This design comes from an exercise in tuning for small area on the open sky130 flow, not from production work.
The RTL was checked by simulation tests, not by an equivalence proof against the original design.
Power and IR drop assume default switching activity.

**flow/design.v**
```verilog
module conv(clk_i, rst, Rm, Rn, max_index, done);
    input  clk_i, rst;
    input  [15:0] Rm, Rn;
    output reg [3:0] max_index;
    output reg done;
    wire       IN  = Rn[0];
    wire [6:0] Wen = Rn[7:1];
    wire       wr  = ~IN & (|Wen);
    reg [6:0] c80;               
    reg [3:0] c9;                
    always @(posedge clk_i) begin
        if (rst) begin
            c80 <= 7'd0;
            c9  <= 4'd0;
        end else begin
            c80 <= (c80 == 7'd79) ? 7'd0 : c80 + 7'd1;
            c9  <= (c9 == 4'd8) ? 4'd0 : c9 + 4'd1;
        end
    end
    wire pol = c80[0];
    wire [7:0] rlo = Rm[7:0] ^ {8{pol}};
    wire [7:0] rhi = Rm[15:8] ^ {8{pol}};
    reg [215:0] w1;              
    integer i;
    always @(posedge clk_i) begin
        for (i = 1; i <= 14; i = i + 1)
            if (wr && Wen == i) begin
                w1[16*i-16 +: 8] <= Rm[7:0];
                if (i < 14) w1[16*i-8 +: 8] <= Rm[15:8];
            end
    end
    reg  [1:0] bl, bh, ol, oh;
    reg  [3:0] nl, nh;
    reg        okl, okh;
    reg  [6:0] xl, xh;
    always @* begin
        xl = {Wen, 1'b0} - 7'd29;            
        xh = {Wen, 1'b0} - 7'd28;            
        okl = wr && Wen >= 7'd15 && Wen <= 7'd41;
        okh = wr && Wen >= 7'd14 && Wen <= 7'd40;
        ol = (xl >= 7'd27) ? 2'd1 : 2'd0;
        oh = (xh >= 7'd27) ? 2'd1 : 2'd0;
        if (xl >= 7'd27) xl = xl - 7'd27;
        if (xh >= 7'd27) xh = xh - 7'd27;
        nl = 4'd0; bl = 2'd0; nh = 4'd0; bh = 2'd0;
        case (xl[4:0])
            5'd0:  begin nl = 4'd0; bl = 2'd0; end   5'd1:  begin nl = 4'd1; bl = 2'd0; end
            5'd2:  begin nl = 4'd2; bl = 2'd0; end   5'd3:  begin nl = 4'd0; bl = 2'd1; end
            5'd4:  begin nl = 4'd1; bl = 2'd1; end   5'd5:  begin nl = 4'd2; bl = 2'd1; end
            5'd6:  begin nl = 4'd0; bl = 2'd2; end   5'd7:  begin nl = 4'd1; bl = 2'd2; end
            5'd8:  begin nl = 4'd2; bl = 2'd2; end   5'd9:  begin nl = 4'd3; bl = 2'd0; end
            5'd10: begin nl = 4'd4; bl = 2'd0; end   5'd11: begin nl = 4'd5; bl = 2'd0; end
            5'd12: begin nl = 4'd3; bl = 2'd1; end   5'd13: begin nl = 4'd4; bl = 2'd1; end
            5'd14: begin nl = 4'd5; bl = 2'd1; end   5'd15: begin nl = 4'd3; bl = 2'd2; end
            5'd16: begin nl = 4'd4; bl = 2'd2; end   5'd17: begin nl = 4'd5; bl = 2'd2; end
            5'd18: begin nl = 4'd6; bl = 2'd0; end   5'd19: begin nl = 4'd7; bl = 2'd0; end
            5'd20: begin nl = 4'd8; bl = 2'd0; end   5'd21: begin nl = 4'd6; bl = 2'd1; end
            5'd22: begin nl = 4'd7; bl = 2'd1; end   5'd23: begin nl = 4'd8; bl = 2'd1; end
            5'd24: begin nl = 4'd6; bl = 2'd2; end   5'd25: begin nl = 4'd7; bl = 2'd2; end
            default: begin nl = 4'd8; bl = 2'd2; end
        endcase
        case (xh[4:0])
            5'd0:  begin nh = 4'd0; bh = 2'd0; end   5'd1:  begin nh = 4'd1; bh = 2'd0; end
            5'd2:  begin nh = 4'd2; bh = 2'd0; end   5'd3:  begin nh = 4'd0; bh = 2'd1; end
            5'd4:  begin nh = 4'd1; bh = 2'd1; end   5'd5:  begin nh = 4'd2; bh = 2'd1; end
            5'd6:  begin nh = 4'd0; bh = 2'd2; end   5'd7:  begin nh = 4'd1; bh = 2'd2; end
            5'd8:  begin nh = 4'd2; bh = 2'd2; end   5'd9:  begin nh = 4'd3; bh = 2'd0; end
            5'd10: begin nh = 4'd4; bh = 2'd0; end   5'd11: begin nh = 4'd5; bh = 2'd0; end
            5'd12: begin nh = 4'd3; bh = 2'd1; end   5'd13: begin nh = 4'd4; bh = 2'd1; end
            5'd14: begin nh = 4'd5; bh = 2'd1; end   5'd15: begin nh = 4'd3; bh = 2'd2; end
            5'd16: begin nh = 4'd4; bh = 2'd2; end   5'd17: begin nh = 4'd5; bh = 2'd2; end
            5'd18: begin nh = 4'd6; bh = 2'd0; end   5'd19: begin nh = 4'd7; bh = 2'd0; end
            5'd20: begin nh = 4'd8; bh = 2'd0; end   5'd21: begin nh = 4'd6; bh = 2'd1; end
            5'd22: begin nh = 4'd7; bh = 2'd1; end   5'd23: begin nh = 4'd8; bh = 2'd1; end
            5'd24: begin nh = 4'd6; bh = 2'd2; end   5'd25: begin nh = 4'd7; bh = 2'd2; end
            default: begin nh = 4'd8; bh = 2'd2; end
        endcase
    end
    wire [4:0] yl = {1'b0, nl} + 5'd8 - {1'b0, c9};
    wire [4:0] yh = {1'b0, nh} + 5'd8 - {1'b0, c9};
    wire [3:0] pl = (yl >= 5'd9) ? yl[3:0] - 4'd9 : yl[3:0];
    wire [3:0] ph = (yh >= 5'd9) ? yh[3:0] - 4'd9 : yh[3:0];
    wire [15:0]  h2 [0:2];       
    genvar gb, gp, go;
    generate
        for (gb = 0; gb < 3; gb = gb + 1) begin : g_r2
            reg [143:0] r;       
            for (gp = 0; gp < 9; gp = gp + 1) begin : g_p
                for (go = 0; go < 2; go = go + 1) begin : g_o
                    wire el = okl && bl == gb && ol == go && pl == gp;
                    wire eh = okh && bh == gb && oh == go && ph == gp;
                    wire hd = ~(el | eh);
                    always @(posedge clk_i)
                        r[16*gp + 8*go +: 8] <= ~((rlo & {8{el}}) | (rhi & {8{eh}}) |
                                                  (r[(16*gp + 16*1 + 8*go) % 144 +: 8] & {8{hd}}));
                end
            end
            assign h2[gb] = r[15:0] ^ {16{pol}};
        end
    endgenerate
    wire       wr3   = wr && Wen >= 7'd41;
    wire       hiok3 = Wen <= 7'd80;
    wire       look3 = Wen >= 7'd42;
    wire [8:0] y3    = {1'b0, Wen, 1'b0} + 9'd429 - {2'b0, c80};   
    wire [6:0] p3h   = y3[8] ? y3[6:0] + 7'd80 : y3[6:0];          
    wire [7:0] d3e   = pol ? rhi : rlo;                            
    wire [7:0] d3o   = pol ? rlo : rhi;
    reg  [639:0] r3;
    genvar gq;
    generate
        for (gq = 0; gq < 80; gq = gq + 1) begin : g_r3
            wire we = wr3 && ((p3h == gq && hiok3) || (p3h == (gq + 1) % 80 && look3));
            wire hd = ~we;
            always @(posedge clk_i)
                r3[8*gq +: 8] <= ~((((gq % 2) == 0 ? d3e : d3o) & {8{we}}) |
                                   (r3[(8*gq + 8) % 640 +: 8] & {8{hd}}));
        end
    endgenerate
    wire signed [7:0] w3 = r3[7:0] ^ {8{pol}};
    reg [3:0] kcnt;              
    reg [6:0] gin;               
    wire      last_beat = IN && kcnt == 4'd8;
    wire      grp = last_beat && gin != 7'd72;
    always @(posedge clk_i) begin
        if (rst) begin
            kcnt <= 4'd0;
            gin  <= 7'd0;
        end else if (IN) begin
            kcnt <= (kcnt == 4'd8) ? 4'd0 : kcnt + 4'd1;
            if (grp) gin <= gin + 7'd1;
        end
    end
    reg [71:0] sr;               
    reg [80:0] pb;               
    integer k;
    always @(posedge clk_i) begin
        if (IN) sr <= {sr[62:0], Rm[8:0]};
    end
    always @(posedge clk_i) begin
        if (grp) begin
            pb[80:72] <= Rm[8:0];
            for (k = 0; k < 8; k = k + 1) pb[9*k +: 9] <= sr[9*(7-k) +: 9];
        end else begin
            for (k = 0; k < 9; k = k + 1) pb[9*k +: 9] <= pb[9*k +: 9] >> 1;
        end
    end
    wire [8:0] win;              
    genvar gk, gf;
    generate
        for (gk = 0; gk < 9; gk = gk + 1) begin : g_win
            assign win[gk] = pb[9*gk];
        end
    endgenerate
    reg [3:0] c1;                
    always @(posedge clk_i) begin
        if (rst) c1 <= 4'd0;
        else if (grp) c1 <= 4'd1;
        else if (c1 == 4'd9) c1 <= 4'd0;
        else if (c1 != 4'd0) c1 <= c1 + 4'd1;
    end
    wire [17:0] mxv1;            
    generate
        for (gf = 0; gf < 3; gf = gf + 1) begin : g_c1
            reg signed [11:0] s;
            reg signed [7:0]  tm;
            reg signed [5:0]  mx;
            integer t;
            always @* begin
                s = 12'sd0;
                for (t = 0; t < 9; t = t + 1) begin
                    tm = w1[8*(9*gf+t) +: 8] & {8{win[t]}};
                    s = s + tm;
                end
            end
            wire signed [5:0] v = s[11:6];
            always @(posedge clk_i) begin
                if (c1 != 4'd0 && (c1 == 4'd1 || v > mx)) mx <= v;
            end
            assign mxv1[6*gf +: 6] = mx;
        end
    endgenerate
    reg [4:0] c2;                
    reg [1:0] b;
    reg [2:0] rho;
    reg [1:0] rm3;               
    reg [1:0] blk;
    reg       fin;
    reg       zf;                
    always @(posedge clk_i) begin
        if (rst) begin
            c2 <= 5'd0; b <= 2'd0; rho <= 3'd0; rm3 <= 2'd0; blk <= 2'd0; fin <= 1'b0;
        end else begin
            if (c1 == 4'd9) c2 <= 5'd1;
            else if (c2 == 5'd17) c2 <= 5'd0;
            else if (c2 != 5'd0) c2 <= c2 + 5'd1;
            if (c2 == 5'd17) begin
                if (b == 2'd2) begin
                    b <= 2'd0;
                    rm3 <= (rm3 == 2'd2) ? 2'd0 : rm3 + 2'd1;
                    if (rho == 3'd5) begin
                        rho <= 3'd0;
                        blk <= blk + 2'd1;
                        if (blk == 2'd3) fin <= 1'b1;
                    end else
                        rho <= rho + 3'd1;
                end else
                    b <= b + 2'd1;
            end
        end
    end
    wire       mac = c2 >= 5'd1 && c2 <= 5'd9;
    reg  [1:0] ch, a;            
    always @* begin
        case (c9)
            4'd0: begin ch = 2'd0; a = 2'd0; end
            4'd1: begin ch = 2'd0; a = 2'd1; end
            4'd2: begin ch = 2'd0; a = 2'd2; end
            4'd3: begin ch = 2'd1; a = 2'd0; end
            4'd4: begin ch = 2'd1; a = 2'd1; end
            4'd5: begin ch = 2'd1; a = 2'd2; end
            4'd6: begin ch = 2'd2; a = 2'd0; end
            4'd7: begin ch = 2'd2; a = 2'd1; end
            default: begin ch = 2'd2; a = 2'd2; end
        endcase
    end
    always @(posedge clk_i) begin
        if (c1 == 4'd9) zf <= 1'b1;
        else if (mac && a == 2'd0) zf <= 1'b0;
    end
    wire signed [5:0] pin = (ch == 2'd0) ? mxv1[5:0] : (ch == 2'd1) ? mxv1[11:6] : mxv1[17:12];
    wire [15:0] wh = (b == 2'd0) ? h2[0] : (b == 2'd1) ? h2[1] : h2[2];
    wire signed [7:0] w2a = wh[7:0];
    wire signed [7:0] w2b = wh[15:8];
    wire signed [13:0] pa  = pin * w2a;
    wire signed [13:0] pbp = pin * w2b;
    reg signed [16:0] ps0a, ps0b, ps1a, ps1b, ps2a, ps2b;
    wire [1:0] dm  = mac ? a : 2'd2;
    wire [1:0] sl  = (rm3 >= dm) ? rm3 - dm : rm3 + 2'd3 - dm;
    wire signed [16:0] psa = (sl == 2'd0) ? ps0a : (sl == 2'd1) ? ps1a : ps2a;
    wire signed [16:0] psb = (sl == 2'd0) ? ps0b : (sl == 2'd1) ? ps1b : ps2b;
    wire init = b == 2'd0 && a == 2'd0 && zf;
    wire signed [16:0] suma = (init ? 17'sd0 : psa) + pa;
    wire signed [16:0] sumb = (init ? 17'sd0 : psb) + pbp;
    always @(posedge clk_i) begin
        if (mac && sl == 2'd0) begin ps0a <= suma; ps0b <= sumb; end
        if (mac && sl == 2'd1) begin ps1a <= suma; ps1b <= sumb; end
        if (mac && sl == 2'd2) begin ps2a <= suma; ps2b <= sumb; end
    end
    reg [111:0] q;
    wire signed [13:0] q0 = q[13:0];
    wire [2:0] qe    = c80[2:0];
    wire       qupd  = c2 >= 5'd10 && b == 2'd2 && rho >= 3'd2;
    wire [2:0] j     = rho - 3'd2;
    wire       tv    = (qe[1] ? blk != 2'd0 : blk != 2'd3) &&
                       (qe[0] ? j != 3'd0 : j != 3'd3);
    wire signed [9:0] c2v = qe[2] ? psb[16:7] : psa[16:7];
    wire       qfirst = qupd && blk == 2'd0 && rho == 3'd2;
    wire signed [13:0] qsum = (qfirst ? 14'sd0 : q0) + ((qupd && tv) ? c2v : 10'sd0);
    always @(posedge clk_i) q <= {qsum, q[111:14]};
    reg [1:0] st3;               
    reg signed [23:0] acc3;
    reg signed [16:0] mxv;
    wire signed [16:0] sc3 = acc3[23:7];
    wire signed [21:0] p3 = q0 * w3;
    wire [3:0] fcur = c80[6:3];
    wire       cmp3 = (st3 == 2'd1 && qe == 3'd0 && fcur != 4'd0) || st3 == 2'd2;
    wire [3:0] fidx = (st3 == 2'd2) ? 4'd9 : fcur - 4'd1;
    always @(posedge clk_i) begin
        if (rst) begin
            st3 <= 2'd0; done <= 1'b0;
        end else begin
            if (st3 == 2'd0 && fin && c80 == 7'd79) st3 <= 2'd1;
            if (st3 == 2'd1 && c80 == 7'd79) st3 <= 2'd2;
            if (st3 == 2'd2) begin st3 <= 2'd3; done <= 1'b1; end
        end
    end
    always @(posedge clk_i) begin
        if (st3 == 2'd1) acc3 <= (qe == 3'd0 ? 24'sd0 : acc3) + p3;
        if (cmp3 && (fidx == 4'd0 || sc3 > mxv)) begin
            mxv <= sc3;
            max_index <= fidx;
        end
    end
endmodule
```
**flow/run.sh**
```bash
#!/bin/bash
# synth_recipe.tcl (not shown) runs the flow's synth.tcl, then flattens the netlist and writes it again
# the make line also repeats each setting of config.mk as NAME=value (left out here)
make -C /OpenROAD-flow-scripts/flow DESIGN_CONFIG=/design/flow/config.mk WORK_HOME=/design/flow/orfs CLKGATE_MAP_FILE= SYNTH_SCRIPT=/design/flow/synth_recipe.tcl finish
```
**flow/config.mk**
```make
export PLATFORM = sky130hd
export DESIGN_NAME = conv
export DESIGN_NICKNAME = conv
export VERILOG_FILES = /design/flow/design.v
export SDC_FILE = /design/flow/constraint.sdc
export NUM_CORES = 4
export LEC_CHECK = 0
export CAP_MARGIN = 20
export CORE_MARGIN = 2
export CORE_UTILIZATION = 40
export SLEW_MARGIN = 20
```
**flow/constraint.sdc**
```tcl
create_clock -name core_clock -period 12.0 [get_ports {clk_i}]
set_input_delay 2.4000 -clock core_clock [delete_from_list [all_inputs] [get_ports {clk_i}]]
set_output_delay 2.4000 -clock core_clock [all_outputs]
set_load 0.01 [all_outputs]
```
==> results list <==
- Initial cell density of the core: 40.18%
* Status: no timing/DRC/antenna violations
- After synthesis, the cell types taking the most area are dfxtp_1 33%, edfxtp_1 17%, fa_1 10%.
- Data required time at the worst endpoint: 12.71 ns
- Among all flip-flop cells after synthesis, the most frequent one is dfxtp_1.
- Initial DRT Pass Iterations: 12
- The H-tree was split into 4 levels.
- Signal arrival time at the worst endpoint: 10.89 ns
- First-pass GRT wire length: 319,800 um
- Beginning of the worst register-to-register path: c2[1]
* Iteration-0 DRC Markers: between 6,000 and 7,000
- Across all layers, the routed design uses approximately 52,000 vias.
- The final number of hold-violating endpoints came to 0.
* Root buffer selected by CTS: clkbuf_16
- Setup fix buffers added after clock tree synthesis: 0
- Counting distinct cell types in the post-synthesis netlist gives between 90 and 100.
- In this run the worst setup path terminates at g_r2[0].r[87].
- All-Layer GR Usage: 20.51%
* Die Footprint: 0.2015 sq mm
* Residual overflow from global routing: 0
- From synthesis to final layout, the design area changed by 12.76%.
- Placement Rows: 163
- Y dimension of the die: ~450 um
- VDD sags by at most between 0.15 and 0.2 mV.
- In the synthesized netlist, the number of instances is 6,688.
- Placement Cell Area: 0.08274 sq mm
- Library cell with the highest instance count after synthesis: dfxtp_1
* Synthesized flop and latch total: 1,767
* I/O pins: 39
* HPWL after detailed placement: roughly 140,000 um
- Registers take between 0.03 and 0.04 sq mm.
* Unrepaired setup endpoints after global routing: false
- Standby leakage power: ~34 nW
* # DRC: 0
* Share of cells above drive strength 1: 9.853%
* Post-Route Setup TNS: 0 ns
* Critical path launch point type: input port
- Sink Count: around 1,800
* Share of the yosys chip area belonging to registers: 50.41%
- Rel. slew slack: a little under a third
* Cell depth of the worst min-delay path: 0
- In the routed layout, each cell is associated on average with a via count of around 5.5.
- Worst hold path type: reg -> reg
- Post-route clock period utilization: 84.81%
- Setup violations remaining at the end of the flow were counted as 0.
* Max Transition Viols Final: 0
* Routed wirelength normalized by instance count: 22.08 um
* CP Class: in -> reg
* Fraction of the core area covered by cells at the end of the flow: 45.31%
- For the pin with the worst max-slew slack, the measured transition is approximately 1.0 ns.
- Sorting the synthesized cells by how often they occur yields 1,314 x dfxtp_1, 716 x mux2i_1, 518 x inv_1.
- Setup slack on the worst reg-to-reg path comes out at 4.00 ns.
* Warnings from Yosys: 1
- Hold bufs inserted after CTS: 0
* Summed instance area of the synthesized netlist: 0.07917 sq mm
* Post-synthesis net count: about 7,400
- Remaining number of nets flagged by the antenna check after routing: 0
* Fin area: 0.08927 sq mm
- Measured along the x axis, the die boundary spans between 400 and 500 um.
* Post-synthesis async set-or-reset flop share: 0%
- Clock-pin slew was measured on the worst setup and hold paths at 0.06 ns.
- The number of cells on the worst reg-to-reg path is 30.
* Hold WS: 0.3157 ns
- Largest net degree at the start of global routing: 120
- Max Clock Freq: 98.25 MHz
* Worst setup path start: Rn[1]
* Total wire length: 209,700 um
* Routability congestion estimate from global placement: 0.8968
* Cell taking the most area after synthesis: dfxtp_1
- For this run, the post-layout net count is 7,416.
* Core area: between 0.15 and 0.2 sq mm
- Clock tree from TritonCTS: yes
- Number of max-cap violations: 0
- Power Density: 211.9 mW/mm^2
* Filler cell count: 17,945
* Number of enable-type register cells in the synthesized netlist: 453
* Post-Synthesis Mean Instance Area: 11.84 sq um
- For the finished layout, the period the worst path requires is 10.18 ns.
- Number of antenna violations at the first check in global routing: 8
- The via count of the first global-routing pass came to around 53,000.
- Clock tree synthesis inserted a total of 183 buffers.
- The clock arrives with 0.03525 ns of skew.
- Proportion of netlist area held by the largest area contributor: ~33%
- Skew-Pair Late Insertion Delay: 0.84 ns
- Area of combinational cells with multiple inputs: roughly 0.037 sq mm
* Maximum net fanout on the critical path: 23
- The endpoint identified for the worst register-to-register timing path is ps0a[16].
- STA classifies the critical path endpoint as a flip-flop.
- The number of gates resized after CTS was 0.
* Port Buf Inserts: 30
- Largest buffer count on any clock path: 3
==> cell families after synthesis <==
family                     share of synthesized area (%)
xor gates and xnor gates                           2.159
muxes                                              10.38
and+or+nand+nor                                    8.492
AOI/OAI and AO/OA                                  9.761
adders and majority gates                          14.71
DFF                                                50.41
buffers and inverters                              4.090
==> power by group <==
group	switching (mW)	internal, mW	leakage [nW]	total [mW]
sequential	0.591	7.80	15.7	8.39
combinational	2.82	1.71	15.4	4.53
clock	2.43	3.57	3.19	6.00
==> worst max-delay path, cell delays in order <==
cell,delay (ns)
clkdlybuf4s50_1,0.77
buf_4,0.38
ha_1,0.53
nor2b_1,0.20
a32oi_1,0.31
o22ai_2,0.20
nand2b_1,0.30
ha_1,0.45
nor3_1,0.29
nor3_1,0.09
a31oi_1,0.36
ha_1,0.31
ha_1,0.22
fa_1,0.61
or4b_1,0.50
a32o_1,0.27
or2_1,0.33
or3_4,0.38
a21oi_4,0.43
nand2_1,0.60
nor2_1,0.64
a22o_1,0.24
a21oi_1,0.04
==> per-layer routing <==
| layer | part of all wire [%] | global-route usage, % | up-vias |
|---|---|---|---|
| li1 | - | - | 23701 |
| met1 | 44 | 28.01 | 25818 |
| met2 | 45 | 32.09 | 1958 |
| met3 | 7.4 | 3.848 | 464 |
| met4 | 4.0 | 8.228 | 0 |
| met5 | 0 | 0 | - |
==> area by class of cell <==
class / count / share of cell area [%]
Antenna cell: 7 / 0.01962
Clock buffer: 254 / 5.927
Clock inverter: 89 / 1.319
Inverter: 520 / 2.186
Multi-Input combinational cell: 4082 / 40.89
Sequential cell: 1767 / 44.71
Tap cell: 2640 / 3.700
Timing Repair Buffer: 139 / 1.247
==> registers in the layout (all words and copies together) (netlist names), 5 cells and up, named ones only <==
name / flops
ps0a: 17
c2: 5
g_r2.r: 432
w1: 216
g_c1.mx: 18
ps0b: 17
pb: 81
ps1a: 17
sr: 72
r3: 640
gin: 7
acc3: 24
mxv: 17
ps1b: 17
q: 112
ps2b: 17
c80: 7
ps2a: 17
==> placed cells by master, fill, tap and decap left out, types with 229 or more instances in the layout <==
| master | instances |
|---|---|
| and2_1 | 229 |
| nand2_1 | 395 |
| nor2_1 | 489 |
| ha_1 | 286 |
| mux2i_1 | 715 |
| fa_1 | 403 |
| a222oi_1 | 339 |
| edfxtp_1 | 453 |
| inv_1 | 517 |
| dfxtp_1 | 1313 |
==> worst min path at each step <==
stage / startpoint / to
after global placement: q[26] / q[12]
final: q[48] / q[34]
after detailed placement: q[51] / q[37]
after global routing: q[48] / q[34]
after CTS: q[48] / q[34]
after floorplan: q[14] / q[0]
==> per-stage QoR <==
| step | total power [mW] | setup WS [ns] | instances |
|---|---|---|---|
| after global placement | 12.82 | 1.339 | 9148 |
| after CTS | 18.97 | 2.112 | 9491 |
| after global routing | 19.81 | 1.571 | 9496 |
| final | 18.92 | 1.822 | 9498 |
| after floorplan | 11.36 | 3.572 | 6688 |
| after detailed placement | 12.92 | 1.229 | 9148 |

==> static timing again, ports no longer ideal <==
In the flow no input, the clock included, has a driving cell. The finished layout below was timed again as built, in two steps.
Step 1 (the two cells are an assumption about what drives the block):
set clk [get_ports {clk_i}]
set_driving_cell -lib_cell sky130_fd_sc_hd__clkbuf_16 $clk
set_driving_cell -lib_cell sky130_fd_sc_hd__buf_2 [delete_from_list [all_inputs] $clk]
Step 2 also shifts input and output timing later by t, the mid clock arrival at the registers, as if the neighbouring blocks saw the same clock.
Slacks: ideal / step 1 / step 2; pairs: ideal / step 1.
t, ns: 0.917
setup slack, ns: 1.822 / 1.887 / 0.969
worst setup path at the end: input to register
pins driven straight from the clock port: 1
After both steps setup and hold are still met in this run. For this run, drivers alone change the setup slack by +0.065 ns; drivers and shift together by -0.853 ns.
